Context: an optimization exercise on an open-source flow, tuned for small area and a short achievable clock period. The choices shown serve that exercise and are no tape-out recipe. In this exercise RTL edits were held to simulation tests only and were not proved equivalent to the original. No activity file was given, so power comes from the tool's default toggle rates.

File: config.mk
export PLATFORM = sky130hd
export DESIGN_NAME = mac
export DESIGN_NICKNAME = mac
export VERILOG_FILES = /design/flow/design.v
export SDC_FILE = /design/flow/constraint.sdc
export NUM_CORES = 4
export LEC_CHECK = 0
export CAP_MARGIN = 20
export CORE_MARGIN = 2
export CORE_UTILIZATION = 50
export SETUP_SLACK_MARGIN = 4.5
export SLEW_MARGIN = 60
export SYNTH_HIERARCHICAL = 1
export SYNTH_MINIMUM_KEEP_SIZE = 0
export TNS_END_PERCENT = 0
File: constraint.sdc
create_clock -name core_clock -period 7.5 [get_ports {clk}]
set_input_delay 1.5000 -clock core_clock [delete_from_list [all_inputs] [get_ports {clk}]]
set_output_delay 1.5000 -clock core_clock [all_outputs]
set_load 0.01 [all_outputs]
File: design.v
module mac (
    input  logic clk,
    input  logic rst,
    input  logic signed [15:0] a_in,
    input  logic signed [15:0] b_in,
    input  logic acc_clear,
    output logic acc_out_valid,
    output logic signed [34:0] acc_out
);
logic [15:0] a_r;
logic [7:0] one_r, two_r, neg_r;
wire  [16:0] bx = {b_in, 1'b0};
integer k;
always_ff @(posedge clk) begin
    for (k = 0; k < 8; k = k + 1) begin
        one_r[k] <= bx[2*k+1] ^ bx[2*k];
        two_r[k] <= (bx[2*k+2] & ~bx[2*k+1] & ~bx[2*k]) | (~bx[2*k+2] & bx[2*k+1] & bx[2*k]);
        neg_r[k] <= bx[2*k+2];
    end
    a_r <= rst ? 16'd0 : a_in;
end
wire [17:0] ax = {a_r[15], a_r, 1'b0};
wire [16:0] pp0;
wire [16:0] pp1;
wire [16:0] pp2;
wire [16:0] pp3;
wire [16:0] pp4;
wire [16:0] pp5;
wire [16:0] pp6;
wire [16:0] pp7;
genvar gi, gj;
generate for (gj = 0; gj < 8; gj = gj + 1) begin : g_pp
    for (gi = 0; gi < 17; gi = gi + 1) begin : g_bit
        wire v = (one_r[gj] & ax[gi+1]) | (two_r[gj] & ax[gi]);
        if (gj == 0) assign pp0[gi] = v ^ neg_r[0];
        if (gj == 1) assign pp1[gi] = v ^ neg_r[1];
        if (gj == 2) assign pp2[gi] = v ^ neg_r[2];
        if (gj == 3) assign pp3[gi] = v ^ neg_r[3];
        if (gj == 4) assign pp4[gi] = v ^ neg_r[4];
        if (gj == 5) assign pp5[gi] = v ^ neg_r[5];
        if (gj == 6) assign pp6[gi] = v ^ neg_r[6];
        if (gj == 7) assign pp7[gi] = v ^ neg_r[7];
    end
end endgenerate
logic [34:0] acc_s;
logic [28:0] acc_cr;
wire  [34:0] acc_c;
logic [1:0] t;
wire hold = acc_out_valid & ~acc_clear;
wire [34:0] acc_in_s = acc_clear ? 35'd0 : acc_s;
wire [34:0] acc_in_c = acc_clear ? 35'd0 : acc_c;
assign acc_c = {acc_cr[28], 1'b0, acc_cr[27], acc_cr[26], acc_cr[25], acc_cr[24], acc_cr[23], acc_cr[22], acc_cr[21], acc_cr[20], acc_cr[19], acc_cr[18], acc_cr[17], acc_cr[16], acc_cr[15], acc_cr[14], acc_cr[13], acc_cr[12], acc_cr[11], acc_cr[10], acc_cr[9], acc_cr[8], acc_cr[7], acc_cr[6], acc_cr[5], acc_cr[4], acc_cr[3], 1'b0, acc_cr[2], 1'b0, acc_cr[1], 1'b0, acc_cr[0], 1'b0, 1'b0};
wire s0, c0, s1, c1, s2, c2, s3, c3, s4, c4, s5, c5, s6, c6, s7, c7, s8, c8, s9, c9, s10, c10, s11, c11, s12, c12, s13, c13, s14, c14, s15, c15, s16, c16, s17, c17, s18, c18, s19, c19, s20, c20, s21, c21, s22, c22, s23, c23, s24, c24, s25, c25, s26, c26, s27, c27, s28, c28, s29, c29, s30, c30, s31, c31, s32, c32, s33, c33, s34, c34, s35, c35, s36, c36, s37, c37, s38, c38, s39, c39, s40, c40, s41, c41, s42, c42, s43, c43, s44, c44, s45, c45, s46, c46, s47, c47, s48, c48, s49, c49, s50, c50, s51, c51, s52, c52, s53, c53, s54, c54, s55, c55, s56, c56, s57, c57, s58, c58, s59, c59, s60, c60, s61, c61, s62, c62, s63, c63, s64, c64, s65, c65, s66, c66, s67, c67, s68, c68, s69, c69, s70, c70, s71, c71, s72, c72, s73, c73, s74, c74, s75, c75, s76, c76, s77, c77, s78, c78, s79, c79, s80, c80, s81, c81, s82, c82, s83, c83, s84, c84, s85, c85, s86, c86, s87, c87, s88, c88, s89, c89, s90, c90, s91, c91, s92, c92, s93, c93, s94, c94, s95, c95, s96, c96, s97, c97, s98, c98, s99, c99, s100, c100, s101, c101, s102, c102, s103, c103, s104, c104, s105, c105, s106, c106, s107, c107, s108, c108, s109, c109, s110, c110, s111, c111, s112, c112, s113, c113, s114, c114, s115, c115, s116, c116, s117, c117, s118, c118, s119, c119, s120, c120, s121, c121, s122, c122, s123, c123, s124, c124, s125, c125, s126, c126, s127, c127, s128, c128, s129, c129, s130, c130, s131, c131, s132, c132, s133, c133, s134, c134, s135, c135, s136, c136, s137, c137, s138, c138, s139, c139, s140, c140, s141, c141, s142, c142, s143, c143, s144, c144, s145, c145, s146, c146, s147, c147, s148, c148, s149, c149, s150, c150, s151, c151, s152, c152, s153, c153;
mac_ha u_ha0 (.a(neg_r[0]), .b(pp0[0]), .s(s0), .co(c0));
mac_ha u_ha1 (.a(pp0[1]), .b(c0), .s(s1), .co(c1));
mac_fa u_fa2 (.a(neg_r[1]), .b(pp0[2]), .c(pp1[0]), .s(s2), .co(c2));
mac_fa u_fa3 (.a(s2), .b(c1), .c(acc_in_s[2]), .s(s3), .co(c3));
mac_fa u_fa4 (.a(pp0[3]), .b(pp1[1]), .c(c2), .s(s4), .co(c4));
mac_ha u_ha5 (.a(s4), .b(acc_in_s[3]), .s(s5), .co(c5));
mac_fa u_fa6 (.a(neg_r[2]), .b(pp0[4]), .c(pp1[2]), .s(s6), .co(c6));
mac_fa u_fa7 (.a(pp2[0]), .b(s6), .c(c4), .s(s7), .co(c7));
mac_fa u_fa8 (.a(acc_in_s[4]), .b(acc_in_c[4]), .c(c5), .s(s8), .co(c8));
mac_fa u_fa9 (.a(pp0[5]), .b(pp1[3]), .c(pp2[1]), .s(s9), .co(c9));
mac_fa u_fa10 (.a(c6), .b(s9), .c(acc_in_s[5]), .s(s10), .co(c10));
mac_ha u_ha11 (.a(c7), .b(s10), .s(s11), .co(c11));
mac_fa u_fa12 (.a(neg_r[3]), .b(pp0[6]), .c(pp1[4]), .s(s12), .co(c12));
mac_fa u_fa13 (.a(pp2[2]), .b(pp3[0]), .c(c9), .s(s13), .co(c13));
mac_fa u_fa14 (.a(s12), .b(s13), .c(acc_in_s[6]), .s(s14), .co(c14));
mac_fa u_fa15 (.a(acc_in_c[6]), .b(c10), .c(s14), .s(s15), .co(c15));
mac_fa u_fa16 (.a(pp0[7]), .b(pp1[5]), .c(pp2[3]), .s(s16), .co(c16));
mac_fa u_fa17 (.a(pp3[1]), .b(c12), .c(s16), .s(s17), .co(c17));
mac_fa u_fa18 (.a(c13), .b(acc_in_s[7]), .c(s17), .s(s18), .co(c18));
mac_ha u_ha19 (.a(c14), .b(s18), .s(s19), .co(c19));
mac_fa u_fa20 (.a(neg_r[4]), .b(pp0[8]), .c(pp1[6]), .s(s20), .co(c20));
mac_fa u_fa21 (.a(pp2[4]), .b(pp3[2]), .c(pp4[0]), .s(s21), .co(c21));
mac_fa u_fa22 (.a(c16), .b(s20), .c(s21), .s(s22), .co(c22));
mac_fa u_fa23 (.a(c17), .b(acc_in_s[8]), .c(acc_in_c[8]), .s(s23), .co(c23));
mac_fa u_fa24 (.a(s22), .b(c18), .c(s23), .s(s24), .co(c24));
mac_fa u_fa25 (.a(pp0[9]), .b(pp1[7]), .c(pp2[5]), .s(s25), .co(c25));
mac_fa u_fa26 (.a(pp3[3]), .b(pp4[1]), .c(c20), .s(s26), .co(c26));
mac_fa u_fa27 (.a(c21), .b(s25), .c(s26), .s(s27), .co(c27));
mac_fa u_fa28 (.a(c22), .b(acc_in_s[9]), .c(acc_in_c[9]), .s(s28), .co(c28));
mac_fa u_fa29 (.a(c23), .b(s27), .c(s28), .s(s29), .co(c29));
mac_fa u_fa30 (.a(neg_r[5]), .b(pp0[10]), .c(pp1[8]), .s(s30), .co(c30));
mac_fa u_fa31 (.a(pp2[6]), .b(pp3[4]), .c(pp4[2]), .s(s31), .co(c31));
mac_fa u_fa32 (.a(pp5[0]), .b(c25), .c(s30), .s(s32), .co(c32));
mac_fa u_fa33 (.a(s31), .b(c26), .c(acc_in_s[10]), .s(s33), .co(c33));
mac_fa u_fa34 (.a(acc_in_c[10]), .b(s32), .c(c27), .s(s34), .co(c34));
mac_fa u_fa35 (.a(c28), .b(s33), .c(s34), .s(s35), .co(c35));
mac_fa u_fa36 (.a(pp0[11]), .b(pp1[9]), .c(pp2[7]), .s(s36), .co(c36));
mac_fa u_fa37 (.a(pp3[5]), .b(pp4[3]), .c(pp5[1]), .s(s37), .co(c37));
mac_fa u_fa38 (.a(c30), .b(c31), .c(s36), .s(s38), .co(c38));
mac_fa u_fa39 (.a(s37), .b(c32), .c(acc_in_s[11]), .s(s39), .co(c39));
mac_fa u_fa40 (.a(acc_in_c[11]), .b(s38), .c(c33), .s(s40), .co(c40));
mac_fa u_fa41 (.a(s39), .b(c34), .c(s40), .s(s41), .co(c41));
mac_fa u_fa42 (.a(neg_r[6]), .b(pp0[12]), .c(pp1[10]), .s(s42), .co(c42));
mac_fa u_fa43 (.a(pp2[8]), .b(pp3[6]), .c(pp4[4]), .s(s43), .co(c43));
mac_fa u_fa44 (.a(pp5[2]), .b(pp6[0]), .c(c36), .s(s44), .co(c44));
mac_fa u_fa45 (.a(c37), .b(s42), .c(s43), .s(s45), .co(c45));
mac_fa u_fa46 (.a(s44), .b(c38), .c(acc_in_s[12]), .s(s46), .co(c46));
mac_fa u_fa47 (.a(acc_in_c[12]), .b(s45), .c(c39), .s(s47), .co(c47));
mac_fa u_fa48 (.a(s46), .b(c40), .c(s47), .s(s48), .co(c48));
mac_fa u_fa49 (.a(pp0[13]), .b(pp1[11]), .c(pp2[9]), .s(s49), .co(c49));
mac_fa u_fa50 (.a(pp3[7]), .b(pp4[5]), .c(pp5[3]), .s(s50), .co(c50));
mac_fa u_fa51 (.a(pp6[1]), .b(c42), .c(c43), .s(s51), .co(c51));
mac_fa u_fa52 (.a(s49), .b(s50), .c(c44), .s(s52), .co(c52));
mac_fa u_fa53 (.a(s51), .b(c45), .c(acc_in_s[13]), .s(s53), .co(c53));
mac_fa u_fa54 (.a(acc_in_c[13]), .b(s52), .c(c46), .s(s54), .co(c54));
mac_fa u_fa55 (.a(s53), .b(c47), .c(s54), .s(s55), .co(c55));
mac_fa u_fa56 (.a(neg_r[7]), .b(pp0[14]), .c(pp1[12]), .s(s56), .co(c56));
mac_fa u_fa57 (.a(pp2[10]), .b(pp3[8]), .c(pp4[6]), .s(s57), .co(c57));
mac_fa u_fa58 (.a(pp5[4]), .b(pp6[2]), .c(pp7[0]), .s(s58), .co(c58));
mac_fa u_fa59 (.a(c49), .b(c50), .c(s56), .s(s59), .co(c59));
mac_fa u_fa60 (.a(s57), .b(s58), .c(c51), .s(s60), .co(c60));
mac_fa u_fa61 (.a(acc_in_s[14]), .b(acc_in_c[14]), .c(s59), .s(s61), .co(c61));
mac_fa u_fa62 (.a(c52), .b(s60), .c(c53), .s(s62), .co(c62));
mac_fa u_fa63 (.a(s61), .b(c54), .c(s62), .s(s63), .co(c63));
mac_fa u_fa64 (.a(pp0[15]), .b(pp1[13]), .c(pp2[11]), .s(s64), .co(c64));
mac_fa u_fa65 (.a(pp3[9]), .b(pp4[7]), .c(pp5[5]), .s(s65), .co(c65));
mac_fa u_fa66 (.a(pp6[3]), .b(pp7[1]), .c(c56), .s(s66), .co(c66));
mac_fa u_fa67 (.a(c57), .b(c58), .c(s64), .s(s67), .co(c67));
mac_fa u_fa68 (.a(s65), .b(s66), .c(c59), .s(s68), .co(c68));
mac_fa u_fa69 (.a(acc_in_s[15]), .b(acc_in_c[15]), .c(s67), .s(s69), .co(c69));
mac_fa u_fa70 (.a(c60), .b(c61), .c(s68), .s(s70), .co(c70));
mac_fa u_fa71 (.a(s69), .b(c62), .c(s70), .s(s71), .co(c71));
mac_fa u_fa72 (.a(pp0[16]), .b(pp1[14]), .c(pp2[12]), .s(s72), .co(c72));
mac_fa u_fa73 (.a(pp3[10]), .b(pp4[8]), .c(pp5[6]), .s(s73), .co(c73));
mac_fa u_fa74 (.a(pp6[4]), .b(pp7[2]), .c(c64), .s(s74), .co(c74));
mac_fa u_fa75 (.a(c65), .b(s72), .c(s73), .s(s75), .co(c75));
mac_fa u_fa76 (.a(c66), .b(s74), .c(c67), .s(s76), .co(c76));
mac_fa u_fa77 (.a(acc_in_s[16]), .b(acc_in_c[16]), .c(s75), .s(s77), .co(c77));
mac_fa u_fa78 (.a(c68), .b(c69), .c(s76), .s(s78), .co(c78));
mac_fa u_fa79 (.a(s77), .b(c70), .c(s78), .s(s79), .co(c79));
mac_fa u_fa80 (.a(pp0[16]), .b(pp1[15]), .c(pp2[13]), .s(s80), .co(c80));
mac_fa u_fa81 (.a(pp3[11]), .b(pp4[9]), .c(pp5[7]), .s(s81), .co(c81));
mac_fa u_fa82 (.a(pp6[5]), .b(pp7[3]), .c(c72), .s(s82), .co(c82));
mac_fa u_fa83 (.a(c73), .b(s80), .c(s81), .s(s83), .co(c83));
mac_fa u_fa84 (.a(c74), .b(s82), .c(c75), .s(s84), .co(c84));
mac_fa u_fa85 (.a(acc_in_s[17]), .b(acc_in_c[17]), .c(s83), .s(s85), .co(c85));
mac_fa u_fa86 (.a(c76), .b(c77), .c(s84), .s(s86), .co(c86));
mac_fa u_fa87 (.a(s85), .b(c78), .c(s86), .s(s87), .co(c87));
mac_fa u_fa88 (.a(~pp0[16]), .b(~pp1[16]), .c(pp2[14]), .s(s88), .co(c88));
mac_fa u_fa89 (.a(pp3[12]), .b(pp4[10]), .c(pp5[8]), .s(s89), .co(c89));
mac_fa u_fa90 (.a(pp6[6]), .b(pp7[4]), .c(c80), .s(s90), .co(c90));
mac_fa u_fa91 (.a(c81), .b(s88), .c(s89), .s(s91), .co(c91));
mac_fa u_fa92 (.a(c82), .b(s90), .c(c83), .s(s92), .co(c92));
mac_fa u_fa93 (.a(acc_in_s[18]), .b(acc_in_c[18]), .c(s91), .s(s93), .co(c93));
mac_fa u_fa94 (.a(c84), .b(c85), .c(s92), .s(s94), .co(c94));
mac_fa u_fa95 (.a(s93), .b(c86), .c(s94), .s(s95), .co(c95));
mac_fa u_fa96 (.a(pp2[15]), .b(pp3[13]), .c(pp4[11]), .s(s96), .co(c96));
mac_fa u_fa97 (.a(pp5[9]), .b(pp6[7]), .c(pp7[5]), .s(s97), .co(c97));
mac_fa u_fa98 (.a(c88), .b(c89), .c(s96), .s(s98), .co(c98));
mac_fa u_fa99 (.a(s97), .b(c90), .c(c91), .s(s99), .co(c99));
mac_fa u_fa100 (.a(~acc_in_s[19]), .b(acc_in_c[19]), .c(s98), .s(s100), .co(c100));
mac_fa u_fa101 (.a(c92), .b(c93), .c(s99), .s(s101), .co(c101));
mac_fa u_fa102 (.a(s100), .b(c94), .c(s101), .s(s102), .co(c102));
mac_fa u_fa103 (.a(~pp2[16]), .b(pp3[14]), .c(pp4[12]), .s(s103), .co(c103));
mac_fa u_fa104 (.a(pp5[10]), .b(pp6[8]), .c(pp7[6]), .s(s104), .co(c104));
mac_fa u_fa105 (.a(c96), .b(c97), .c(s103), .s(s105), .co(c105));
mac_fa u_fa106 (.a(s104), .b(c98), .c(acc_in_s[20]), .s(s106), .co(c106));
mac_fa u_fa107 (.a(acc_in_c[20]), .b(acc_in_s[19]), .c(s105), .s(s107), .co(c107));
mac_fa u_fa108 (.a(c99), .b(c100), .c(s106), .s(s108), .co(c108));
mac_fa u_fa109 (.a(s107), .b(c101), .c(s108), .s(s109), .co(c109));
mac_fa u_fa110 (.a(pp3[15]), .b(pp4[13]), .c(pp5[11]), .s(s110), .co(c110));
mac_fa u_fa111 (.a(pp6[9]), .b(pp7[7]), .c(c103), .s(s111), .co(c111));
mac_fa u_fa112 (.a(c104), .b(s110), .c(s111), .s(s112), .co(c112));
mac_fa u_fa113 (.a(c105), .b(~acc_in_s[21]), .c(acc_in_c[21]), .s(s113), .co(c113));
mac_fa u_fa114 (.a(c106), .b(c107), .c(s112), .s(s114), .co(c114));
mac_fa u_fa115 (.a(s113), .b(c108), .c(s114), .s(s115), .co(c115));
mac_fa u_fa116 (.a(~pp3[16]), .b(pp4[14]), .c(pp5[12]), .s(s116), .co(c116));
mac_fa u_fa117 (.a(pp6[10]), .b(pp7[8]), .c(c110), .s(s117), .co(c117));
mac_fa u_fa118 (.a(s116), .b(c111), .c(s117), .s(s118), .co(c118));
mac_fa u_fa119 (.a(acc_in_s[22]), .b(acc_in_c[22]), .c(acc_in_s[21]), .s(s119), .co(c119));
mac_fa u_fa120 (.a(c112), .b(c113), .c(s118), .s(s120), .co(c120));
mac_fa u_fa121 (.a(s119), .b(c114), .c(s120), .s(s121), .co(c121));
mac_fa u_fa122 (.a(pp4[15]), .b(pp5[13]), .c(pp6[11]), .s(s122), .co(c122));
mac_fa u_fa123 (.a(pp7[9]), .b(c116), .c(s122), .s(s123), .co(c123));
mac_fa u_fa124 (.a(c117), .b(~acc_in_s[23]), .c(acc_in_c[23]), .s(s124), .co(c124));
mac_fa u_fa125 (.a(s123), .b(c118), .c(c119), .s(s125), .co(c125));
mac_fa u_fa126 (.a(s124), .b(c120), .c(s125), .s(s126), .co(c126));
mac_fa u_fa127 (.a(~pp4[16]), .b(pp5[14]), .c(pp6[12]), .s(s127), .co(c127));
mac_fa u_fa128 (.a(pp7[10]), .b(c122), .c(s127), .s(s128), .co(c128));
mac_fa u_fa129 (.a(c123), .b(acc_in_s[24]), .c(acc_in_c[24]), .s(s129), .co(c129));
mac_fa u_fa130 (.a(acc_in_s[23]), .b(s128), .c(c124), .s(s130), .co(c130));
mac_fa u_fa131 (.a(s129), .b(c125), .c(s130), .s(s131), .co(c131));
mac_fa u_fa132 (.a(pp5[15]), .b(pp6[13]), .c(pp7[11]), .s(s132), .co(c132));
mac_fa u_fa133 (.a(c127), .b(s132), .c(c128), .s(s133), .co(c133));
mac_fa u_fa134 (.a(~acc_in_s[25]), .b(acc_in_c[25]), .c(c129), .s(s134), .co(c134));
mac_fa u_fa135 (.a(s133), .b(c130), .c(s134), .s(s135), .co(c135));
mac_fa u_fa136 (.a(~pp5[16]), .b(pp6[14]), .c(pp7[12]), .s(s136), .co(c136));
mac_fa u_fa137 (.a(c132), .b(s136), .c(acc_in_s[26]), .s(s137), .co(c137));
mac_fa u_fa138 (.a(acc_in_c[26]), .b(acc_in_s[25]), .c(c133), .s(s138), .co(c138));
mac_fa u_fa139 (.a(s137), .b(c134), .c(s138), .s(s139), .co(c139));
mac_fa u_fa140 (.a(pp6[15]), .b(pp7[13]), .c(c136), .s(s140), .co(c140));
mac_fa u_fa141 (.a(s140), .b(~acc_in_s[27]), .c(acc_in_c[27]), .s(s141), .co(c141));
mac_fa u_fa142 (.a(c137), .b(s141), .c(c138), .s(s142), .co(c142));
mac_fa u_fa143 (.a(~pp6[16]), .b(pp7[14]), .c(c140), .s(s143), .co(c143));
mac_fa u_fa144 (.a(acc_in_s[28]), .b(acc_in_c[28]), .c(acc_in_s[27]), .s(s144), .co(c144));
mac_fa u_fa145 (.a(s143), .b(c141), .c(s144), .s(s145), .co(c145));
mac_fa u_fa146 (.a(pp7[15]), .b(~acc_in_s[29]), .c(acc_in_c[29]), .s(s146), .co(c146));
mac_fa u_fa147 (.a(c143), .b(c144), .c(s146), .s(s147), .co(c147));
mac_fa u_fa148 (.a(~pp7[16]), .b(acc_in_s[30]), .c(acc_in_c[30]), .s(s148), .co(c148));
mac_fa u_fa149 (.a(acc_in_s[29]), .b(c146), .c(s148), .s(s149), .co(c149));
mac_fa u_fa150 (.a(~acc_in_s[31]), .b(acc_in_c[31]), .c(c148), .s(s150), .co(c150));
mac_fa u_fa151 (.a(~acc_in_s[32]), .b(acc_in_c[32]), .c(acc_in_s[31]), .s(s151), .co(c151));
mac_ha u_ha152 (.a(~acc_in_s[33]), .b(acc_in_s[32]), .s(s152), .co(c152));
mac_fa u_fa153 (.a(~acc_in_s[34]), .b(acc_in_c[34]), .c(acc_in_s[33]), .s(s153), .co(c153));
wire [34:0] rx = {c152, s152, c150, c149, c147, c145, c142, c139, c135, c131, c126, c121, c115, c109, c102, c95, c87, c79, c71, c63, c55, c48, c41, c35, c29, c24, c19, s19, c11, s11, s7, s5, acc_in_c[2], s1, s0};
wire [34:0] ry = {s153, c151, s151, s150, s149, s147, s145, s142, s139, s135, s131, s126, s121, s115, s109, s102, s95, s87, s79, s71, s63, s55, s48, s41, s35, s29, s24, c15, s15, c8, s8, c3, s3, acc_in_s[1], acc_in_s[0]};
wire [34:0] nxt_s;
wire [34:0] nxt_c;
wire [34:0] bp = rx ^ ry;
wire [34:0] bg = rx & ry;
wire [35:0] bc;
assign bc[0] = 1'b0;
assign nxt_s[0] = bp[0];
assign bc[1] = bg[0];
mac_xor u_bx1 (.a(bp[1]), .b(bc[1]), .y(nxt_s[1]));
assign bc[2] = 1'b0;
assign nxt_s[2] = bp[2];
assign bc[3] = bg[2];
mac_xor u_bx3 (.a(bp[3]), .b(bc[3]), .y(nxt_s[3]));
assign bc[4] = 1'b0;
assign nxt_s[4] = bp[4];
assign bc[5] = bg[4];
mac_xor u_bx5 (.a(bp[5]), .b(bc[5]), .y(nxt_s[5]));
assign bc[6] = 1'b0;
assign nxt_s[6] = bp[6];
assign bc[7] = bg[6];
mac_xor u_bx7 (.a(bp[7]), .b(bc[7]), .y(nxt_s[7]));
assign bc[8] = 1'b0;
assign nxt_s[8] = bp[8];
assign bc[9] = 1'b0;
assign nxt_s[9] = bp[9];
assign bc[10] = 1'b0;
assign nxt_s[10] = bp[10];
assign bc[11] = 1'b0;
assign nxt_s[11] = bp[11];
assign bc[12] = 1'b0;
assign nxt_s[12] = bp[12];
assign bc[13] = 1'b0;
assign nxt_s[13] = bp[13];
assign bc[14] = 1'b0;
assign nxt_s[14] = bp[14];
assign bc[15] = 1'b0;
assign nxt_s[15] = bp[15];
assign bc[16] = 1'b0;
assign nxt_s[16] = bp[16];
assign bc[17] = 1'b0;
assign nxt_s[17] = bp[17];
assign bc[18] = 1'b0;
assign nxt_s[18] = bp[18];
assign bc[19] = 1'b0;
assign nxt_s[19] = bp[19];
assign bc[20] = 1'b0;
assign nxt_s[20] = bp[20];
assign bc[21] = 1'b0;
assign nxt_s[21] = bp[21];
assign bc[22] = 1'b0;
assign nxt_s[22] = bp[22];
assign bc[23] = 1'b0;
assign nxt_s[23] = bp[23];
assign bc[24] = 1'b0;
assign nxt_s[24] = bp[24];
assign bc[25] = 1'b0;
assign nxt_s[25] = bp[25];
assign bc[26] = 1'b0;
assign nxt_s[26] = bp[26];
assign bc[27] = 1'b0;
assign nxt_s[27] = bp[27];
assign bc[28] = 1'b0;
assign nxt_s[28] = bp[28];
assign bc[29] = 1'b0;
assign nxt_s[29] = bp[29];
assign bc[30] = 1'b0;
assign nxt_s[30] = bp[30];
assign bc[31] = 1'b0;
assign nxt_s[31] = bp[31];
assign bc[32] = 1'b0;
assign nxt_s[32] = bp[32];
assign bc[33] = bg[32];
mac_xor u_bx33 (.a(bp[33]), .b(bc[33]), .y(nxt_s[33]));
assign bc[34] = 1'b0;
assign nxt_s[34] = bp[34];
assign nxt_c[0] = 1'b0;
assign nxt_c[1] = 1'b0;
assign nxt_c[2] = bg[1] | (bp[1] & bc[1]);
assign nxt_c[3] = 1'b0;
assign nxt_c[4] = bg[3] | (bp[3] & bc[3]);
assign nxt_c[5] = 1'b0;
assign nxt_c[6] = bg[5] | (bp[5] & bc[5]);
assign nxt_c[7] = 1'b0;
assign nxt_c[8] = bg[7] | (bp[7] & bc[7]);
assign nxt_c[9] = bg[8];
assign nxt_c[10] = bg[9];
assign nxt_c[11] = bg[10];
assign nxt_c[12] = bg[11];
assign nxt_c[13] = bg[12];
assign nxt_c[14] = bg[13];
assign nxt_c[15] = bg[14];
assign nxt_c[16] = bg[15];
assign nxt_c[17] = bg[16];
assign nxt_c[18] = bg[17];
assign nxt_c[19] = bg[18];
assign nxt_c[20] = bg[19];
assign nxt_c[21] = bg[20];
assign nxt_c[22] = bg[21];
assign nxt_c[23] = bg[22];
assign nxt_c[24] = bg[23];
assign nxt_c[25] = bg[24];
assign nxt_c[26] = bg[25];
assign nxt_c[27] = bg[26];
assign nxt_c[28] = bg[27];
assign nxt_c[29] = bg[28];
assign nxt_c[30] = bg[29];
assign nxt_c[31] = bg[30];
assign nxt_c[32] = bg[31];
assign nxt_c[33] = 1'b0;
assign nxt_c[34] = bg[33] | (bp[33] & bc[33]);
wire [28:0] nxt_cr = {nxt_c[34], nxt_c[32], nxt_c[31], nxt_c[30], nxt_c[29], nxt_c[28], nxt_c[27], nxt_c[26], nxt_c[25], nxt_c[24], nxt_c[23], nxt_c[22], nxt_c[21], nxt_c[20], nxt_c[19], nxt_c[18], nxt_c[17], nxt_c[16], nxt_c[15], nxt_c[14], nxt_c[13], nxt_c[12], nxt_c[11], nxt_c[10], nxt_c[9], nxt_c[8], nxt_c[6], nxt_c[4], nxt_c[2]};
always_ff @(posedge clk) begin
    if (rst) begin
        acc_s <= '0; acc_cr <= '0; acc_out_valid <= 1'b0; t <= 2'd0;
    end else if (acc_clear) begin
        acc_s <= nxt_s; acc_cr <= nxt_cr; t <= 2'd1; acc_out_valid <= 1'b0;
    end else if (!acc_out_valid) begin
        acc_s <= nxt_s; acc_cr <= nxt_cr; t <= t + 2'd1; acc_out_valid <= (t == 2'd3);
    end
end
wire ao0 = &acc_s[1:0];
wire ao1 = &acc_s[3:2];
wire ao2 = &acc_s[5:4];
wire ao3 = &acc_s[7:6];
wire ao4 = &acc_s[8:8];
wire ao5 = &acc_s[9:9];
wire ao6 = &acc_s[10:10];
wire ao7 = &acc_s[11:11];
wire ao8 = &acc_s[12:12];
wire ao9 = &acc_s[13:13];
wire ao10 = &acc_s[14:14];
wire ao11 = &acc_s[15:15];
wire ao12 = &acc_s[16:16];
wire ao13 = &acc_s[17:17];
wire ao14 = &acc_s[18:18];
wire ao15 = &acc_s[19:19];
wire ao16 = &acc_s[20:20];
wire ao17 = &acc_s[21:21];
wire ao18 = &acc_s[22:22];
wire ao19 = &acc_s[23:23];
wire ao20 = &acc_s[24:24];
wire ao21 = &acc_s[25:25];
wire ao22 = &acc_s[26:26];
wire ao23 = &acc_s[27:27];
wire ao24 = &acc_s[28:28];
wire ao25 = &acc_s[29:29];
wire ao26 = &acc_s[30:30];
wire ao27 = &acc_s[31:31];
wire ao28 = &acc_s[33:32];
wire ao29 = &acc_s[34:34];
wire xg0 = acc_c[4] | (ao1 & acc_c[2]);
wire xp0 = ao1 & ao0;
wire xg1 = acc_c[8] | (ao3 & acc_c[6]);
wire xp1 = ao3 & ao2;
wire xg2 = acc_c[10] | (ao5 & acc_c[9]);
wire xp2 = ao5 & ao4;
wire xg3 = acc_c[12] | (ao7 & acc_c[11]);
wire xp3 = ao7 & ao6;
wire xg4 = acc_c[14] | (ao9 & acc_c[13]);
wire xp4 = ao9 & ao8;
wire xg5 = acc_c[16] | (ao11 & acc_c[15]);
wire xp5 = ao11 & ao10;
wire xg6 = acc_c[18] | (ao13 & acc_c[17]);
wire xp6 = ao13 & ao12;
wire xg7 = acc_c[20] | (ao15 & acc_c[19]);
wire xp7 = ao15 & ao14;
wire xg8 = acc_c[22] | (ao17 & acc_c[21]);
wire xp8 = ao17 & ao16;
wire xg9 = acc_c[24] | (ao19 & acc_c[23]);
wire xp9 = ao19 & ao18;
wire xg10 = acc_c[26] | (ao21 & acc_c[25]);
wire xp10 = ao21 & ao20;
wire xg11 = acc_c[28] | (ao23 & acc_c[27]);
wire xp11 = ao23 & ao22;
wire xg12 = acc_c[30] | (ao25 & acc_c[29]);
wire xp12 = ao25 & ao24;
wire xg13 = acc_c[32] | (ao27 & acc_c[31]);
wire xp13 = ao27 & ao26;
wire xg14 = acc_c[6] | (ao2 & xg0);
wire xp14 = ao2 & xp0;
wire xg15 = xg1 | (xp1 & xg0);
wire xp15 = xp1 & xp0;
wire xg16 = acc_c[11] | (ao6 & xg2);
wire xp16 = ao6 & xp2;
wire xg17 = xg3 | (xp3 & xg2);
wire xp17 = xp3 & xp2;
wire xg18 = acc_c[15] | (ao10 & xg4);
wire xp18 = ao10 & xp4;
wire xg19 = xg5 | (xp5 & xg4);
wire xp19 = xp5 & xp4;
wire xg20 = acc_c[19] | (ao14 & xg6);
wire xp20 = ao14 & xp6;
wire xg21 = xg7 | (xp7 & xg6);
wire xp21 = xp7 & xp6;
wire xg22 = acc_c[23] | (ao18 & xg8);
wire xp22 = ao18 & xp8;
wire xg23 = xg9 | (xp9 & xg8);
wire xp23 = xp9 & xp8;
wire xg24 = acc_c[27] | (ao22 & xg10);
wire xp24 = ao22 & xp10;
wire xg25 = xg11 | (xp11 & xg10);
wire xp25 = xp11 & xp10;
wire xg26 = acc_c[31] | (ao26 & xg12);
wire xp26 = ao26 & xp12;
wire xg27 = xg13 | (xp13 & xg12);
wire xp27 = xp13 & xp12;
wire xg28 = acc_c[9] | (ao4 & xg15);
wire xp28 = ao4 & xp15;
wire xg29 = xg2 | (xp2 & xg15);
wire xp29 = xp2 & xp15;
wire xg30 = xg16 | (xp16 & xg15);
wire xp30 = xp16 & xp15;
wire xg31 = xg17 | (xp17 & xg15);
wire xp31 = xp17 & xp15;
wire xg32 = acc_c[17] | (ao12 & xg19);
wire xp32 = ao12 & xp19;
wire xg33 = xg6 | (xp6 & xg19);
wire xp33 = xp6 & xp19;
wire xg34 = xg20 | (xp20 & xg19);
wire xp34 = xp20 & xp19;
wire xg35 = xg21 | (xp21 & xg19);
wire xp35 = xp21 & xp19;
wire xg36 = acc_c[25] | (ao20 & xg23);
wire xp36 = ao20 & xp23;
wire xg37 = xg10 | (xp10 & xg23);
wire xp37 = xp10 & xp23;
wire xg38 = xg24 | (xp24 & xg23);
wire xp38 = xp24 & xp23;
wire xg39 = xg25 | (xp25 & xg23);
wire xp39 = xp25 & xp23;
wire xg40 = acc_c[34] | (ao28 & xg27);
wire xp40 = ao28 & xp27;
wire xg41 = acc_c[13] | (ao8 & xg31);
wire xp41 = ao8 & xp31;
wire xg42 = xg4 | (xp4 & xg31);
wire xp42 = xp4 & xp31;
wire xg43 = xg18 | (xp18 & xg31);
wire xp43 = xp18 & xp31;
wire xg44 = xg19 | (xp19 & xg31);
wire xp44 = xp19 & xp31;
wire xg45 = xg32 | (xp32 & xg31);
wire xp45 = xp32 & xp31;
wire xg46 = xg33 | (xp33 & xg31);
wire xp46 = xp33 & xp31;
wire xg47 = xg34 | (xp34 & xg31);
wire xp47 = xp34 & xp31;
wire xg48 = xg35 | (xp35 & xg31);
wire xp48 = xp35 & xp31;
wire xg49 = acc_c[29] | (ao24 & xg39);
wire xp49 = ao24 & xp39;
wire xg50 = xg12 | (xp12 & xg39);
wire xp50 = xp12 & xp39;
wire xg51 = xg26 | (xp26 & xg39);
wire xp51 = xp26 & xp39;
wire xg52 = xg27 | (xp27 & xg39);
wire xp52 = xp27 & xp39;
wire xg53 = xg40 | (xp40 & xg39);
wire xp53 = xp40 & xp39;
wire xg54 = acc_c[21] | (ao16 & xg48);
wire xp54 = ao16 & xp48;
wire xg55 = xg8 | (xp8 & xg48);
wire xp55 = xp8 & xp48;
wire xg56 = xg22 | (xp22 & xg48);
wire xp56 = xp22 & xp48;
wire xg57 = xg23 | (xp23 & xg48);
wire xp57 = xp23 & xp48;
wire xg58 = xg36 | (xp36 & xg48);
wire xp58 = xp36 & xp48;
wire xg59 = xg37 | (xp37 & xg48);
wire xp59 = xp37 & xp48;
wire xg60 = xg38 | (xp38 & xg48);
wire xp60 = xp38 & xp48;
wire xg61 = xg39 | (xp39 & xg48);
wire xp61 = xp39 & xp48;
wire xg62 = xg49 | (xp49 & xg48);
wire xp62 = xp49 & xp48;
wire xg63 = xg50 | (xp50 & xg48);
wire xp63 = xp50 & xp48;
wire xg64 = xg51 | (xp51 & xg48);
wire xp64 = xp51 & xp48;
wire xg65 = xg52 | (xp52 & xg48);
wire xp65 = xp52 & xp48;
wire xg66 = xg53 | (xp53 & xg48);
wire xp66 = xp53 & xp48;
wire ci0 = 1'b0;
mac_xor u_xo0 (.a(acc_s[0]), .b(ci0), .y(acc_out[0]));
mac_xor u_xo1 (.a(acc_s[1]), .b(ci0 & acc_s[0]), .y(acc_out[1]));
wire ci1 = acc_c[2];
mac_xor u_xo2 (.a(acc_s[2]), .b(ci1), .y(acc_out[2]));
mac_xor u_xo3 (.a(acc_s[3]), .b(ci1 & acc_s[2]), .y(acc_out[3]));
wire ci2 = xg0;
mac_xor u_xo4 (.a(acc_s[4]), .b(ci2), .y(acc_out[4]));
mac_xor u_xo5 (.a(acc_s[5]), .b(ci2 & acc_s[4]), .y(acc_out[5]));
wire ci3 = xg14;
mac_xor u_xo6 (.a(acc_s[6]), .b(ci3), .y(acc_out[6]));
mac_xor u_xo7 (.a(acc_s[7]), .b(ci3 & acc_s[6]), .y(acc_out[7]));
wire ci4 = xg15;
mac_xor u_xo8 (.a(acc_s[8]), .b(ci4), .y(acc_out[8]));
wire ci5 = xg28;
mac_xor u_xo9 (.a(acc_s[9]), .b(ci5), .y(acc_out[9]));
wire ci6 = xg29;
mac_xor u_xo10 (.a(acc_s[10]), .b(ci6), .y(acc_out[10]));
wire ci7 = xg30;
mac_xor u_xo11 (.a(acc_s[11]), .b(ci7), .y(acc_out[11]));
wire ci8 = xg31;
mac_xor u_xo12 (.a(acc_s[12]), .b(ci8), .y(acc_out[12]));
wire ci9 = xg41;
mac_xor u_xo13 (.a(acc_s[13]), .b(ci9), .y(acc_out[13]));
wire ci10 = xg42;
mac_xor u_xo14 (.a(acc_s[14]), .b(ci10), .y(acc_out[14]));
wire ci11 = xg43;
mac_xor u_xo15 (.a(acc_s[15]), .b(ci11), .y(acc_out[15]));
wire ci12 = xg44;
mac_xor u_xo16 (.a(acc_s[16]), .b(ci12), .y(acc_out[16]));
wire ci13 = xg45;
mac_xor u_xo17 (.a(acc_s[17]), .b(ci13), .y(acc_out[17]));
wire ci14 = xg46;
mac_xor u_xo18 (.a(acc_s[18]), .b(ci14), .y(acc_out[18]));
wire ci15 = xg47;
mac_xor u_xo19 (.a(acc_s[19]), .b(ci15), .y(acc_out[19]));
wire ci16 = xg48;
mac_xor u_xo20 (.a(acc_s[20]), .b(ci16), .y(acc_out[20]));
wire ci17 = xg54;
mac_xor u_xo21 (.a(acc_s[21]), .b(ci17), .y(acc_out[21]));
wire ci18 = xg55;
mac_xor u_xo22 (.a(acc_s[22]), .b(ci18), .y(acc_out[22]));
wire ci19 = xg56;
mac_xor u_xo23 (.a(acc_s[23]), .b(ci19), .y(acc_out[23]));
wire ci20 = xg57;
mac_xor u_xo24 (.a(acc_s[24]), .b(ci20), .y(acc_out[24]));
wire ci21 = xg58;
mac_xor u_xo25 (.a(acc_s[25]), .b(ci21), .y(acc_out[25]));
wire ci22 = xg59;
mac_xor u_xo26 (.a(acc_s[26]), .b(ci22), .y(acc_out[26]));
wire ci23 = xg60;
mac_xor u_xo27 (.a(acc_s[27]), .b(ci23), .y(acc_out[27]));
wire ci24 = xg61;
mac_xor u_xo28 (.a(acc_s[28]), .b(ci24), .y(acc_out[28]));
wire ci25 = xg62;
mac_xor u_xo29 (.a(acc_s[29]), .b(ci25), .y(acc_out[29]));
wire ci26 = xg63;
mac_xor u_xo30 (.a(acc_s[30]), .b(ci26), .y(acc_out[30]));
wire ci27 = xg64;
mac_xor u_xo31 (.a(acc_s[31]), .b(ci27), .y(acc_out[31]));
wire ci28 = xg65;
mac_xor u_xo32 (.a(acc_s[32]), .b(ci28), .y(acc_out[32]));
mac_xor u_xo33 (.a(acc_s[33]), .b(ci28 & acc_s[32]), .y(acc_out[33]));
wire ci29 = xg66;
mac_xor u_xo34 (.a(acc_s[34]), .b(ci29), .y(acc_out[34]));
endmodule
module mac_fa (input logic a, input logic b, input logic c, output logic s, output logic co);
    assign s = a ^ b ^ c;
    assign co = (a & b) | (c & (a ^ b));
endmodule
module mac_ha (input logic a, input logic b, output logic s, output logic co);
    assign s = a ^ b;
    assign co = a & b;
endmodule
module mac_xor (input logic a, input logic b, output logic y);
    assign y = a ^ b;
endmodule
File: flow/run.sh
#!/bin/bash
# Standard ORFS layout (the standard.sh, standard synthesis unchanged); the only
# difference is the cell used for the port buffers that buffer_ports inserts.
set -euo pipefail
export BUFFER_PORTS_ARGS="-buffer_cell sky130_fd_sc_hd__buf_2"
bash standard.sh > standard_flow.log 2>&1
File: standard.sh
#!/bin/bash
# synth_recipe.tcl (not shown) runs the flow's synth.tcl, then flattens the netlist and writes it again
# the make line also repeats each setting of config.mk as NAME=value (left out here)
make -C /OpenROAD-flow-scripts/flow DESIGN_CONFIG=/design/flow/config.mk WORK_HOME=/design/flow/orfs CLKGATE_MAP_FILE= SYNTH_SCRIPT=/design/flow/synth_recipe.tcl "${@:-finish}"
==> impl_metrics.tcl, run 1 <==
set metrics [dict create \
    fp.dieH_um 151 \
    stdcell_area_um2 12600 \
    synth_area_um2 10700 \
    path_cells "a211oi_4 -> a211oi_4 -> buf_4 -> buf_4 -> a21o_1 -> a21o_1 -> a21o_1 -> xor2_1 -> buf_2" \
    hold_path.class "reg -> reg" \
    grt_max_degree 84 \
    yosysWarnings 7 \
    reg2reg_to "acc_s[17]" \
    start_util_pct 51.1 \
    rr_worst_depth 11 \
    track_usage_pct 24.2 \
    pwr_density_cell_nw_per_um2 356 \
    io_pins 71 \
    async_flop_share_pct 0 \
    synth_commonest_cells "fa_1, nand2_1, xnor2_1" \
    yosysTopAreaCell "fa_1" \
    fin_crit_sh_pct 50.4 \
    fin_nets 1412 \
    crit_required_ns 6.00 \
    crit_type "reg -> out" \
    die_x_um 151 \
    p_leak_nw 5.16 \
    htree_levels 3 \
    crit_family "compound AO/OA/AOI/OAI gates" \
    drc 0 \
    fmax_mhz 265 \
    num_rows 53 \
    endpoint "acc_out[11]" \
    coreArea_um2 21000 \
    areaGrowthSynthToFinish_pct 17.3 \
    cts_num_sinks 107 \
    cts_buffers 9 \
    clockBufferDepth 2 \
    slowest_stage "dfxtp_4" \
    synthCells 1129 \
    r2r_slack_ns 3.74 \
    grt_pass1_wl_mm 42.3 \
    skew_ns 0.0149 \
    dieArea_um2 22700 \
    rsz0062_at_grt "true" \
    clock_latency_ns 0.36 \
    cts_root_buf "clkbuf_16" \
    ir_worst_vdd_uv 266 \
    diodes 0 \
    arrival_ns 2.28 \
    first_iter_violations 510 \
    wl_per_cell_um 18.3 \
    r2r_start "a_r[13]" \
    synth_seq_area_share_pct 20.0 \
    regArea_um2 2320 \
    total_power_mw 4.48 \
    gp_congestion 0.855 \
    status "timing/DRC/antenna clean" \
    cp.buffers_inverters 3 \
    synth-edff-count 0 \
    critPathLaunch "acc_s[5]" \
    yosys-top-cells-area "fa_1, dfxtp_1, xnor2_1" \
    report.final.slew_viol_count 0 \
    tritoncts "yes" \
    tns_ns 0 \
    place_hpwl_mm 18.4 \
    cpPeakStageDelay_ns 0.37 \
    fill_cells 1812 \
    netlist.area_leader.share_pct 27.6 \
    drt-pass1-iter-count 5 \
    io_buffers 70 \
    synth.most_common_cell "fa_1" \
    place_area_um2 11300 \
    drive_gt1_share_pct 24.6 \
    startpoint_type "flip-flop" \
    ant_nets 0 \
    ys.flop_type "dfxtp_1" \
    setup_viol 0 \
    multi_input_area_um2 8440 \
    antenna_found_initial 0 \
    ys_types 44 \
    synth-seq-cells 107 \
    viasPerCell 5.58 \
    period_needed_ns 3.78 \
    path_common_cell "a21o_1" \
    vias 8192 \
    worstPathMaxFanout 5 \
    avgSynthCellArea_um2 9.51 \
    overflow 0 \
    maxCapViolCount 0 \
    final_core_util_pct 59.9 \
    grt_pass1_vias 7993 \
    routed_wl_mm 26.9 \
    clk_pin_slew_worst_paths_ns 0.08 \
    crit_cells 9 \
    worst_hold_slack_ns 0.476 \
    end_kind "output pin" \
    final-hold-violation-count 0 \
]
==> sequential cells by signal, indices dropped and copies added, names as in the netlist <==
signal         flops
acc_s             35
a_r               16
one_r              8
acc_cr            29
acc_out_valid      1
t                  2
two_r              8
neg_r              8
==> power by group <==
| part | switching (mW) | total, mW | internal [mW] |
|---|---|---|---|
| Sequential | 0.230 | 0.974 | 0.744 |
| Combinational | 1.52 | 3.01 | 1.49 |
| Clock | 0.240 | 0.502 | 0.262 |
==> modules after synthesis, one instance, submodules excluded <==
module   flops+latches  cells inside  area [um2]  copies in the design
mac_xor              0             1        8.76                    40
mac_ha               0             1        12.5                     6
mac                107           935        7350                     1
mac_fa               0             1        20.0                   148
==> cell usage in the layout, fill, tap and decap left out, types with 3 or more instances in the layout <==
master,count
o21bai_1,3
a21oi_1,65
nand3b_1,6
xnor2_1,129
inv_6,3
nor3_1,7
inv_1,16
o21ai_0,16
nor2_2,3
o21ai_1,8
buf_12,11
a21oi_2,7
buf_6,3
nand2b_1,16
xor2_1,54
nor2_1,14
buf_4,62
and2_1,4
buf_2,69
a22oi_2,15
a211oi_1,7
a21o_1,14
ha_1,41
dfxtp_1,47
clkbuf_16,9
nand2_1,136
dfxtp_2,17
dfxtp_4,43
a31oi_4,3
nor2b_1,70
a22oi_1,105
o21ai_2,4
fa_1,129
fa_2,19
==> repair_timing <==
item / CTS / global route
buffers inserted: 20 / 48
resized for setup: 90 / 31
pin swaps: 17 / 18
endpoints found under the hold margin: 0 / 0
setup endpoints to repair: 91 / 90
hold buffers: 0 / 0
==> per-stage QoR <==
step / worst slack, ns / std cells
after floorplan: 3.85 / 1130
after global placement: 3.01 / 1382
after detailed placement: 3.31 / 1383
after CTS: 3.74 / 1419
after global routing: 3.62 / 1468
final: 3.72 / 1468
==> logic make-up (layout without fill, tap and decap cells) <==
group / Yosys count / count (layout) / synth area share (%)
AO/OA/AOI/OAI: 257 / 257 / 16.0
flip-flops: 107 / 107 / 20.0
adder cells (fa/ha/maj): 189 / 189 / 32.4
XOR/XNOR: 185 / 185 / 15.1
other: 1 / 2 / 0.0349
buffers and inverters: 118 / 181 / 4.22
multiplexers: 1 / 1 / 0.0932
AND/OR/NAND/NOR: 271 / 271 / 12.2
==> per-layer routing <==
metal | GRT usage (%) | vias to the layer above | share of wire, %
li1 | - | 3869 | -
met1 | 31.1 | 4090 | 42
met2 | 42.7 | 193 | 52
met3 | 2.85 | 40 | 3.7
met4 | 7.22 | 0 | 2.4
met5 | 0 | - | 0
==> tightest hold or removal path, delay by kind of cell, from the launching register on <==
family           cells  cell delay (ns)
AO/OA/AOI/OAI        1             0.05
flip-flops           1             0.33
AND/OR/NAND/NOR      1             0.06
==> worst min path at each step <==
stage / from / to / slack, ns / cells after the start
floorplan: acc_cr[26] / acc_cr[26] / 0.44 / 2
global placement: acc_cr[26] / acc_cr[26] / 0.45 / 2
detailed placement: acc_cr[26] / acc_cr[26] / 0.47 / 2
CTS: acc_s[1] / acc_s[1] / 0.48 / 2
global route: acc_s[7] / acc_s[7] / 0.51 / 2
finish: acc_s[1] / acc_s[1] / 0.48 / 2
==> layout make-up <==
| class | instances | area share [%] |
|---|---|---|
| Inverter | 17 | 0.507 |
| Multi-Input combinational cell | 905 | 67.1 |
| Clock inverter | 7 | 0.586 |
| Clock buffer | 9 | 1.79 |
| Timing Repair Buffer | 148 | 8.85 |
| Tap cell | 275 | 2.73 |
| Sequential cell | 107 | 18.5 |
==> run 2: changes to the inputs <==
--- a/config.mk
+++ b/config.mk
@@ -7,8 +7,8 @@
 export LEC_CHECK = 0
 export CAP_MARGIN = 20
 export CORE_MARGIN = 2
-export CORE_UTILIZATION = 50
-export SETUP_SLACK_MARGIN = 4.5
+export CORE_UTILIZATION = 40
+export SETUP_SLACK_MARGIN = 4.0
 export SLEW_MARGIN = 60
 export SYNTH_HIERARCHICAL = 1
 export SYNTH_MINIMUM_KEEP_SIZE = 0
==> run 2 against run 1 <==
  * First-iteration DRC count fell by 10%
  * Still clean on timing, DRC and antenna
  * Largest cell class unchanged
  * Clock power shrank 7.6%
  * Combinational power is 4% lower
  * Maximum frequency is 0.51% lower
  * Synthesized area unchanged
  * Largest power group unchanged
  * Core utilization fell by 14 points
  * Critical path depth up 2
  * Critical path type is now reg -> reg
==> impl_metrics.tcl, run 2 <==
set metrics [dict create \
    clockBufferDepth 2 \
    skew_ns 0.0116 \
    track_usage_pct 19.6 \
    holdBufCountCts 0 \
    tightest_slew_ns 0.553 \
    avgSynthCellArea_um2 9.51 \
    seqPwrFrac_pct 22.7 \
    htree_levels 3 \
    setup_viol 0 \
    num_rows 59 \
    crit_required_ns 7.79 \
    total_power_mw 4.35 \
    regMostFlops "acc_s" \
    pwr_density_cell_nw_per_um2 361 \
    report.final.slew_viol_count 0 \
    ant_nets 0 \
    gp_congestion 0.850 \
    status "timing/DRC/antenna clean" \
    wl_per_cell_um 18.2 \
    rr_worst_depth 11 \
    overflow 0 \
    ys.flop_type "dfxtp_1" \
    grt_pass1_wl_mm 44.0 \
    dieArea_um2 28200 \
    fin_nets 1362 \
    antenna_found_initial 0 \
    p_sw_mw 1.96 \
    maxCapViolCount 0 \
    min_delay_path_depth 2 \
    fin_crit_sh_pct 50.6 \
    drc 0 \
    drt-pass1-iter-count 5 \
    startpoint_type "flip-flop" \
    final_cell_mix "nand2_1, fa_1, xnor2_1" \
    netlist.area_leader.share_pct 27.6 \
    synthCells 1129 \
    place_hpwl_mm 19.0 \
    p_leak_nw 4.82 \
    hold_path.class "reg -> reg" \
    cts_num_sinks 107 \
    synth_area_um2 10700 \
    io_pins 71 \
    drive_gt1_share_pct 20.0 \
    cts_buffers 9 \
    cts_root_buf "clkbuf_16" \
    start_util_pct 41.0 \
    period_needed_ns 3.80 \
    routed_wl_mm 26.9 \
    p_clk_share_pct 10.7 \
    synth_commonest_cells "fa_1, nand2_1, xnor2_1" \
    synth_seq_area_share_pct 20.0 \
    internal_power_mw 2.39 \
    coreArea_um2 26200 \
    clk_pin_slew_worst_paths_ns 0.08 \
    tns_ns 0 \
    yosysTopAreaCell "fa_1" \
    async_flop_share_pct 0 \
    synth.most_common_cell "fa_1" \
    ir_worst_vdd_uv 195 \
    relSlewSlack_pct 63.1 \
    areaGrowthSynthToFinish_pct 12.0 \
    diodes 0 \
    fmax_mhz 263 \
    clock_latency_ns 0.37 \
    grt_max_degree 77 \
    yosysWarnings 7 \
    tritoncts "yes" \
    final_core_util_pct 45.9 \
    die_x_um 168 \
    swShare_pct 45.1 \
    combPwrFrac_pct 66.7 \
    io_buffers 70 \
    ys_types 44 \
    largest_reg_flops 35 \
    final-hold-violation-count 0 \
    first_iter_violations 458 \
    vias 8040 \
    synth-seq-cells 107 \
    crit_type "reg -> reg" \
    yosys-top-cells-area "fa_1, dfxtp_1, xnor2_1" \
    end_kind "flip-flop" \
    top_regs "acc_s (35), acc_cr (29), a_r (16)" \
    rsz0062_at_grt "true" \
    viasPerCell 5.44 \
    arrival_ns 4.09 \
    grt_pass1_vias 8218 \
    synth-edff-count 0 \
    fp.dieH_um 168 \
    final_common_cell "nand2_1" \
    worstPathMaxFanout 15 \
]
run 2: cell count changes in the layout (fill, tap and decap cells not counted), sizes merged:
cell | before | now
buf | 147 | 98
clkinv | 2 | 0
bufinv | 1 | 0
clkbuf | 10 | 11
run 2: cells by family (layout without fill, tap and decap cells):
family | after synthesis | after routing | share of synthesized area [%]
AO/OA/AOI/OAI | 257 | 257 | 16.0
XOR/XNOR | 185 | 185 | 15.1
buffers and inverters | 118 | 130 | 4.22
other | 1 | 2 | 0.0349
adder cells (fa/ha/maj) | 189 | 189 | 32.4
flip-flops | 107 | 107 | 20.0
AND/OR/NAND/NOR | 271 | 271 | 12.2
multiplexers | 1 | 1 | 0.0932
run 2: worst paths after layout:
path | startpoint | to | slack, ns
hold / removal | acc_s[1] | acc_s[1] | 0.48
setup / recovery | a_r[15] | acc_s[19] | 3.70
hold reg to reg | acc_s[1] | acc_s[1] | 0.48
setup reg to reg | a_r[15] | acc_s[19] | 3.70
run 2: worst max-delay path: stages (launching register included):
cell and delay, ns:
dfxtp_4 0.46, o21ai_2 0.12, xnor2_4 0.21, inv_1 0.09, fa_2 0.55, fa_2 0.49, fa_2 0.39, fa_1 0.51
fa_1 0.42, ha_1 0.29, nand2_1 0.05, a21oi_1 0.14
run 2: final cells by class:
class                           instances  area (um2)
Clock buffer                           11         233
Sequential cell                       107        2300
Timing Repair Buffer                   98         598
Multi-Input combinational cell        905        8380
Tap cell                              335         419
Clock inverter                          4        33.8
Inverter                               17        63.8
Fill cell                            2500       14200
run 2: routing by layer:
metal  routed length (um)  vias to the layer above  global-route usage [%]
met5                    0                        -                       0
met4                  690                        0                    6.99
met3                 1040                       43                    2.19
met2                14100                      215                    34.4
met1                11100                     4021                    25.0
li1                     -                     3761                       -
run 2: metrics by stage:
stage,area [um2],instances,setup slack [ns],hold WS [ns]
after global placement,11300,1441,2.84,0.456
final,12000,1477,3.70,0.475
after global routing,12000,1477,3.58,0.504
after floorplan,11100,1130,3.85,0.437
after CTS,11900,1464,3.68,0.476
after detailed placement,11400,1441,3.11,0.465
run 2: per-module statistics from Yosys, one instance, submodules excluded:
module | flops+latches | cells inside | times used
mac_fa | 0 | 1 | 148
mac | 107 | 935 | 1
mac_xor | 0 | 1 | 40
mac_ha | 0 | 1 | 6
run 2: what timing repair did:
item | 4_1_cts | 5_1_grt
setup endpoints to repair | 67 | 67
resized for setup | 65 | 20
hold endpoints to repair | 0 | 0
buffers inserted | 8 | 12
pin swaps | 12 | 7
run 2: power groups by stage:
stage / clock network [mW] / registers (mW) / logic [mW]
2_1_floorplan: 0 / 0.855 / 2.27
4_1_cts: 0.481 / 0.979 / 2.96
5_1_grt: 0.497 / 1.02 / 3.42
3_3_place_gp: 0 / 0.979 / 2.87
3_5_place_dp: 0 / 0.980 / 2.91
6_report: 0.464 / 0.985 / 2.90
==> run 3: changes to the inputs <==
--- a/config.mk
+++ b/config.mk
@@ -8,7 +8,7 @@
 export CAP_MARGIN = 20
 export CORE_MARGIN = 2
 export CORE_UTILIZATION = 40
-export SETUP_SLACK_MARGIN = 4.0
+export SETUP_SLACK_MARGIN = 3.4
 export SLEW_MARGIN = 60
 export SYNTH_HIERARCHICAL = 1
 export SYNTH_MINIMUM_KEEP_SIZE = 0
==> run 3 against run 2 <==
  * Still clean on timing, DRC and antenna
  * Synthesized area unchanged
  * Sequential share of layout area shrank 0.17 points
  * Sequential power fell by 1%
  * Design area shrank 2.9%
  * Synthesized cell count unchanged
  * Worst setup slack got worse by 0.16 ns
  * Flip-flop and latch count unchanged
  * Clock skew up 0.0025 ns
  * Largest cell class unchanged
==> impl_metrics.tcl, run 3 <==
set metrics [dict create \
    top_regs "acc_s (35), acc_cr (29), a_r (16)" \
    synth-edff-count 0 \
    synth_area_um2 10700 \
    drive_gt1_share_pct 13.8 \
    tritoncts "yes" \
    areaGrowthSynthToFinish_pct 8.74 \
    worstPathMaxFanout 16 \
    cts_num_sinks 107 \
    ant_nets 0 \
    synth-seq-cells 107 \
    async_flop_share_pct 0 \
    ys_types 44 \
    drt-pass1-iter-count 7 \
    rsz0062_at_grt "true" \
    clockBufferDepth 2 \
    antenna_found_initial 0 \
    synth_seq_area_share_pct 20.0 \
    relSlewSlack_pct 66.2 \
    fp.dieH_um 168 \
    place_hpwl_mm 19.1 \
    gp_congestion 0.822 \
    grt_max_degree 66 \
    grt_pass1_vias 8205 \
    r2r_start "a_r[15]" \
    min_delay_path_depth 2 \
    io_pins 71 \
    cts_buffers 9 \
    startpoint_type "flip-flop" \
    die_x_um 168 \
    synth_commonest_cells "fa_1, nand2_1, xnor2_1" \
    rr_worst_depth 12 \
    vias 8059 \
    status "timing/DRC/antenna clean" \
    grt_pass1_wl_mm 44.1 \
    ir_worst_vdd_uv 210 \
    overflow 0 \
    yosysTopAreaCell "fa_1" \
    cts_root_buf "clkbuf_16" \
    holdBufCountCts 0 \
    period_needed_ns 3.96 \
    regMostFlops "acc_s" \
    final_cell_mix "fa_1, nand2_1, xnor2_1" \
    crit_type "reg -> reg" \
    synth.most_common_cell "fa_1" \
    htree_levels 3 \
    whs_endpoint "acc_cr[19]" \
    tightest_slew_ns 0.507 \
    r2r_slack_ns 3.54 \
    clk_pin_slew_worst_paths_ns 0.08 \
    largest_reg_flops 35 \
    clock_latency_ns 0.37 \
    report.final.slew_viol_count 0 \
    fin_nets 1346 \
    reg2reg_to "acc_s[20]" \
    hold_start "acc_cr[19]" \
    tns_ns 0 \
    setup_viol 0 \
    end_kind "flip-flop" \
    maxCapViolCount 0 \
    hold_path.class "reg -> reg" \
    final-hold-violation-count 0 \
    track_usage_pct 19.7 \
    arrival_ns 4.26 \
    netlist.area_leader.share_pct 27.6 \
    yosys-top-cells-area "fa_1, dfxtp_1, xnor2_1" \
    routed_wl_mm 26.9 \
    first_iter_violations 530 \
    pwr_density_cell_nw_per_um2 367 \
    avgSynthCellArea_um2 9.51 \
    viasPerCell 5.51 \
    coreArea_um2 26200 \
    num_rows 59 \
    wl_per_cell_um 18.4 \
    fin_crit_sh_pct 52.8 \
    synthCells 1129 \
    io_buffers 70 \
    drc 0 \
    fmax_mhz 253 \
    skew_ns 0.0140 \
    yosysWarnings 7 \
    start_util_pct 41.0 \
    crit_required_ns 7.80 \
    final_common_cell "fa_1" \
    final_core_util_pct 44.6 \
    p_leak_nw 4.73 \
    dieArea_um2 28200 \
    ys.flop_type "dfxtp_1" \
    diodes 0 \
]
[run 3: cell counts after synthesis]
Identical to the previous run, type by type.
[run 3: timing repair]
item,in CTS,in global routing
pin swaps,0,2
setup endpoints to repair,18,24
setup buffers,0,3
hold endpoints to repair,0,0
resized for setup,4,12
[run 3: layout make-up]
class                           count  area, um2
Clock buffer                       11        243
Clock inverter                      5       42.5
Fill cell                        2550      14500
Inverter                           17       63.8
Multi-Input combinational cell    905       8210
Sequential cell                   107       2210
Tap cell                          335        419
Timing Repair Buffer               82        482
[run 3: logic make-up after synthesis]
family,Yosys count,synth area share [%]
other,1,0.0349
DFF,107,20.0
and+or+nand+nor,271,12.2
muxes,1,0.0932
AOI/OAI and AO/OA,257,16.0
xor gates and xnor gates,185,15.1
buffers and inverters,118,4.22
adders and majority gates,189,32.4
[run 3: Yosys stat by module, one instance, submodules excluded]
module / flops+latches / area, um2 / cells inside
mac: 107 / 7350 / 935
mac_fa: 0 / 20.0 / 1
mac_ha: 0 / 12.5 / 1
mac_xor: 0 / 8.76 / 1
[run 3: critical path: stages (launching register included)]
cell	delay, ns
dfxtp_1	0.31
buf_4	0.23
o21ai_1	0.14
xnor2_2	0.26
inv_1	0.10
fa_1	0.45
fa_1	0.54
fa_1	0.41
fa_1	0.54
fa_1	0.44
ha_1	0.29
nand2_1	0.04
a21oi_1	0.15
[run 3: worst max-delay path by stage]
| stage | slack, ns | endpoint | cells past startpoint | startpoint |
|---|---|---|---|---|
| after global placement | 2.95 | acc_s[21] | 9 | acc_clear |
| after floorplan | 3.54 | acc_s[21] | 9 | acc_clear |
| after CTS | 3.39 | acc_out[26] | 8 | acc_cr[0] |
| final | 3.54 | acc_s[20] | 12 | a_r[15] |
| after global routing | 3.36 | acc_s[20] | 12 | a_r[15] |
| after detailed placement | 3.11 | acc_s[19] | 11 | two_r[0] |
[run 3: per-layer routing]
layer	part of all wire [%]	global-route usage, %
met5	0	0
met4	2.9	6.58
met3	4.0	2.91
met2	51	34.0
met1	42	25.4
[run 3: metrics by stage]
stage / area, um2 / std cells / hold WS [ns] / total power [mW] / setup slack (ns)
finish: 11700 / 1462 / 0.476 / 4.29 / 3.54
global route: 11700 / 1462 / 0.503 / 4.84 / 3.36
CTS: 11600 / 1459 / 0.476 / 4.35 / 3.39
detailed placement: 11300 / 1443 / 0.461 / 3.85 / 3.11
global placement: 11200 / 1441 / 0.456 / 3.80 / 2.95
floorplan: 10700 / 1130 / 0.437 / 3.08 / 3.54
[run 3: where the power goes]
part | leakage (nW) | switching [mW] | internal, mW | total, mW
Clock | 0.139 | 0.242 | 0.240 | 0.482
Combinational | 3.69 | 1.46 | 1.38 | 2.83
Sequential | 0.898 | 0.244 | 0.728 | 0.972
Total | 4.73 | 1.94 | 2.35 | 4.29
==> run 4: changes to the inputs <==
--- a/config.mk
+++ b/config.mk
@@ -8,7 +8,7 @@
 export CAP_MARGIN = 20
 export CORE_MARGIN = 2
 export CORE_UTILIZATION = 40
-export SETUP_SLACK_MARGIN = 3.4
+export SETUP_SLACK_MARGIN = 3.55
 export SLEW_MARGIN = 60
 export SYNTH_HIERARCHICAL = 1
 export SYNTH_MINIMUM_KEEP_SIZE = 0
==> run 4 against run 3 <==
  * Die area is the same
  * Register-to-register slack improved by 0.12 ns
  * Still clean on timing, DRC and antenna
  * Hold slack lost 0.0056 ns
  * Largest cell class unchanged
  * Worst setup slack improved by 0.064 ns
  * Final cell count is the same
  * Flip-flop and latch count did not move
  * First-iteration DRC count fell by 0.57%
==> impl_metrics.tcl, run 4 <==
set metrics [dict create \
    synth.most_common_cell "fa_1" \
    startpoint_type "flip-flop" \
    regArea_um2 2270 \
    fin_crit_sh_pct 51.9 \
    place_area_um2 11300 \
    final_common_cell "fa_1" \
    reg2reg_to "acc_s[18]" \
    gp_congestion 0.831 \
    grt_max_degree 84 \
    final-hold-violation-count 0 \
    whs_endpoint "acc_cr[26]" \
    ys.flop_type "dfxtp_1" \
    first_iter_violations 527 \
    regMostFlops "acc_s" \
    drc 0 \
    synthCells 1129 \
    coreArea_um2 26200 \
    min_delay_path_depth 2 \
    setup_viol 0 \
    largest_reg_flops 35 \
    routed_wl_mm 26.9 \
    status "timing/DRC/antenna clean" \
    tritoncts "yes" \
    avgSynthCellArea_um2 9.51 \
    top_regs "acc_s (35), acc_cr (29), a_r (16)" \
    hold_start "acc_cr[26]" \
    multi_input_area_um2 8260 \
    grt_pass1_vias 7936 \
    drive_gt1_share_pct 15.4 \
    clk_pin_slew_worst_paths_ns 0.09 \
    tightest_slew_ns 0.527 \
    clockBufferDepth 2 \
    synth-edff-count 0 \
    fp.dieH_um 168 \
    yosys-top-cells-area "fa_1, dfxtp_1, xnor2_1" \
    relSlewSlack_pct 64.9 \
    yosysTopAreaCell "fa_1" \
    die_x_um 168 \
    fmax_mhz 257 \
    place_hpwl_mm 18.7 \
    track_usage_pct 19.6 \
    worstPathMaxFanout 4 \
    ir_worst_vdd_uv 181 \
    synth_seq_area_share_pct 20.0 \
    crit_required_ns 6.00 \
    cts_root_buf "clkbuf_16" \
    clock_latency_ns 0.38 \
    period_needed_ns 3.90 \
    dieArea_um2 28200 \
    synth-seq-cells 107 \
    ant_nets 0 \
    start_util_pct 41.0 \
    skew_ns 0.0210 \
    vias 8012 \
    tns_ns 0 \
    diodes 0 \
    rr_worst_depth 11 \
    async_flop_share_pct 0 \
    maxCapViolCount 0 \
    holdBufCountCts 0 \
    crit_type "reg -> out" \
    synth_commonest_cells "fa_1, nand2_1, xnor2_1" \
    fin_nets 1346 \
    stdcell_area_um2 11800 \
    critPathLaunch "acc_cr[10]" \
    cts_buffers 9 \
    wl_per_cell_um 18.4 \
    grt_pass1_wl_mm 43.9 \
    synth_area_um2 10700 \
    final_cell_mix "fa_1, nand2_1, xnor2_1" \
    drt-pass1-iter-count 5 \
    antenna_found_initial 0 \
    netlist.area_leader.share_pct 27.6 \
    ys_types 44 \
    fill_cells 2586 \
    areaGrowthSynthToFinish_pct 9.74 \
    p_leak_nw 4.75 \
    arrival_ns 2.40 \
    r2r_slack_ns 3.66 \
    io_buffers 70 \
    report.final.slew_viol_count 0 \
    end_kind "output pin" \
    pwr_density_cell_nw_per_um2 366 \
    cts_num_sinks 107 \
    yosysWarnings 7 \
    rsz0062_at_grt "true" \
    viasPerCell 5.48 \
    r2r_start "one_r[0]" \
    num_rows 59 \
    htree_levels 3 \
    io_pins 71 \
    overflow 0 \
    hold_path.class "reg -> reg" \
]
==> run 4: worst max-delay path by stage <==
stage          slack, ns  cells after the start          end
3_5_place_dp        2.94                      9    acc_s[15]
3_3_place_gp        2.97                      9    acc_s[15]
2_1_floorplan       3.57                      9    acc_s[23]
4_1_cts             3.48                      9  acc_out[19]
5_1_grt             3.46                      8  acc_out[27]
6_report            3.60                      8  acc_out[30]
==> run 4: critical path: stages (launching register included) <==
cell     delay [ns]
dfxtp_1        0.37
a21oi_2        0.21
o21ai_0        0.14
a21oi_2        0.27
a31oi_4        0.16
a211o_2        0.36
a31o_1         0.22
xor2_1         0.15
buf_2          0.15
==> run 4: modules after synthesis, one instance, submodules excluded <==
module   area, um2  copies in the design
mac           7350                     1
mac_fa        20.0                   148
mac_ha        12.5                     6
mac_xor       8.76                    40
==> run 4: per-stage QoR <==
stage | utilization, % | power [mW] | setup WS [ns] | std cells | hold slack [ns]
floorplan | - | 3.08 | 3.57 | 1130 | 0.437
global placement | 42.7 | 3.81 | 2.97 | 1441 | 0.461
detailed placement | 42.9 | 3.85 | 2.94 | 1441 | 0.464
CTS | 44.3 | 4.36 | 3.48 | 1459 | 0.477
global route | 45.0 | 4.89 | 3.46 | 1462 | 0.494
finish | 45.0 | 4.31 | 3.60 | 1462 | 0.470
==> run 4: cells by family (layout without fill, tap and decap cells) <==
| logic type | Yosys count | after routing | synth area share (%) |
|---|---|---|---|
| compound gates | 257 | 257 | 16.0 |
| other cells | 1 | 2 | 0.0349 |
| mux | 1 | 1 | 0.0932 |
| simple gates | 271 | 271 | 12.2 |
| xor+xnor | 185 | 185 | 15.1 |
| buf+inv | 118 | 115 | 4.22 |
| flops | 107 | 107 | 20.0 |
| fa+ha+maj | 189 | 189 | 32.4 |
==> run 4: report_power, final <==
group	switching (mW)	total, mW	internal, mW
Clock	0.250	0.484	0.234
Combinational	1.46	2.85	1.39
Sequential	0.247	0.980	0.733
Total	1.95	4.31	2.36
==> run 4: layout make-up <==
cell class              instances  area share [%]
clock inverters                 6           0.457
flip-flops and latches        107            19.3
well taps                     335            3.56
clock buffers                  10            1.94
repair buffers                 82            4.12
inverters                      17           0.542
multi-input cells             905            70.1
==> run 4: routing by layer <==
layer	up-vias	wire length, um	track usage [%]
met2	211	13700	33.5
met4	0	658	5.14
met5	-	0	0
met3	43	1160	3.10
met1	4027	11300	25.9
li1	3731	-	-
==> run 4: what timing repair did <==
action                     4_1_cts  5_1_grt
pin swaps                        2        4
gates resized for setup         13       49
setup endpoints to repair       43       37
setup buffers                    2        2

Check on run 4: ideal ports give 3.605 ns setup slack; a clkbuf_16 on the clock port and buf_2 on the inputs give 3.556 ns; moving port delays by the midpoint clock arrival (0.416 ns) as well gives 3.282 ns.
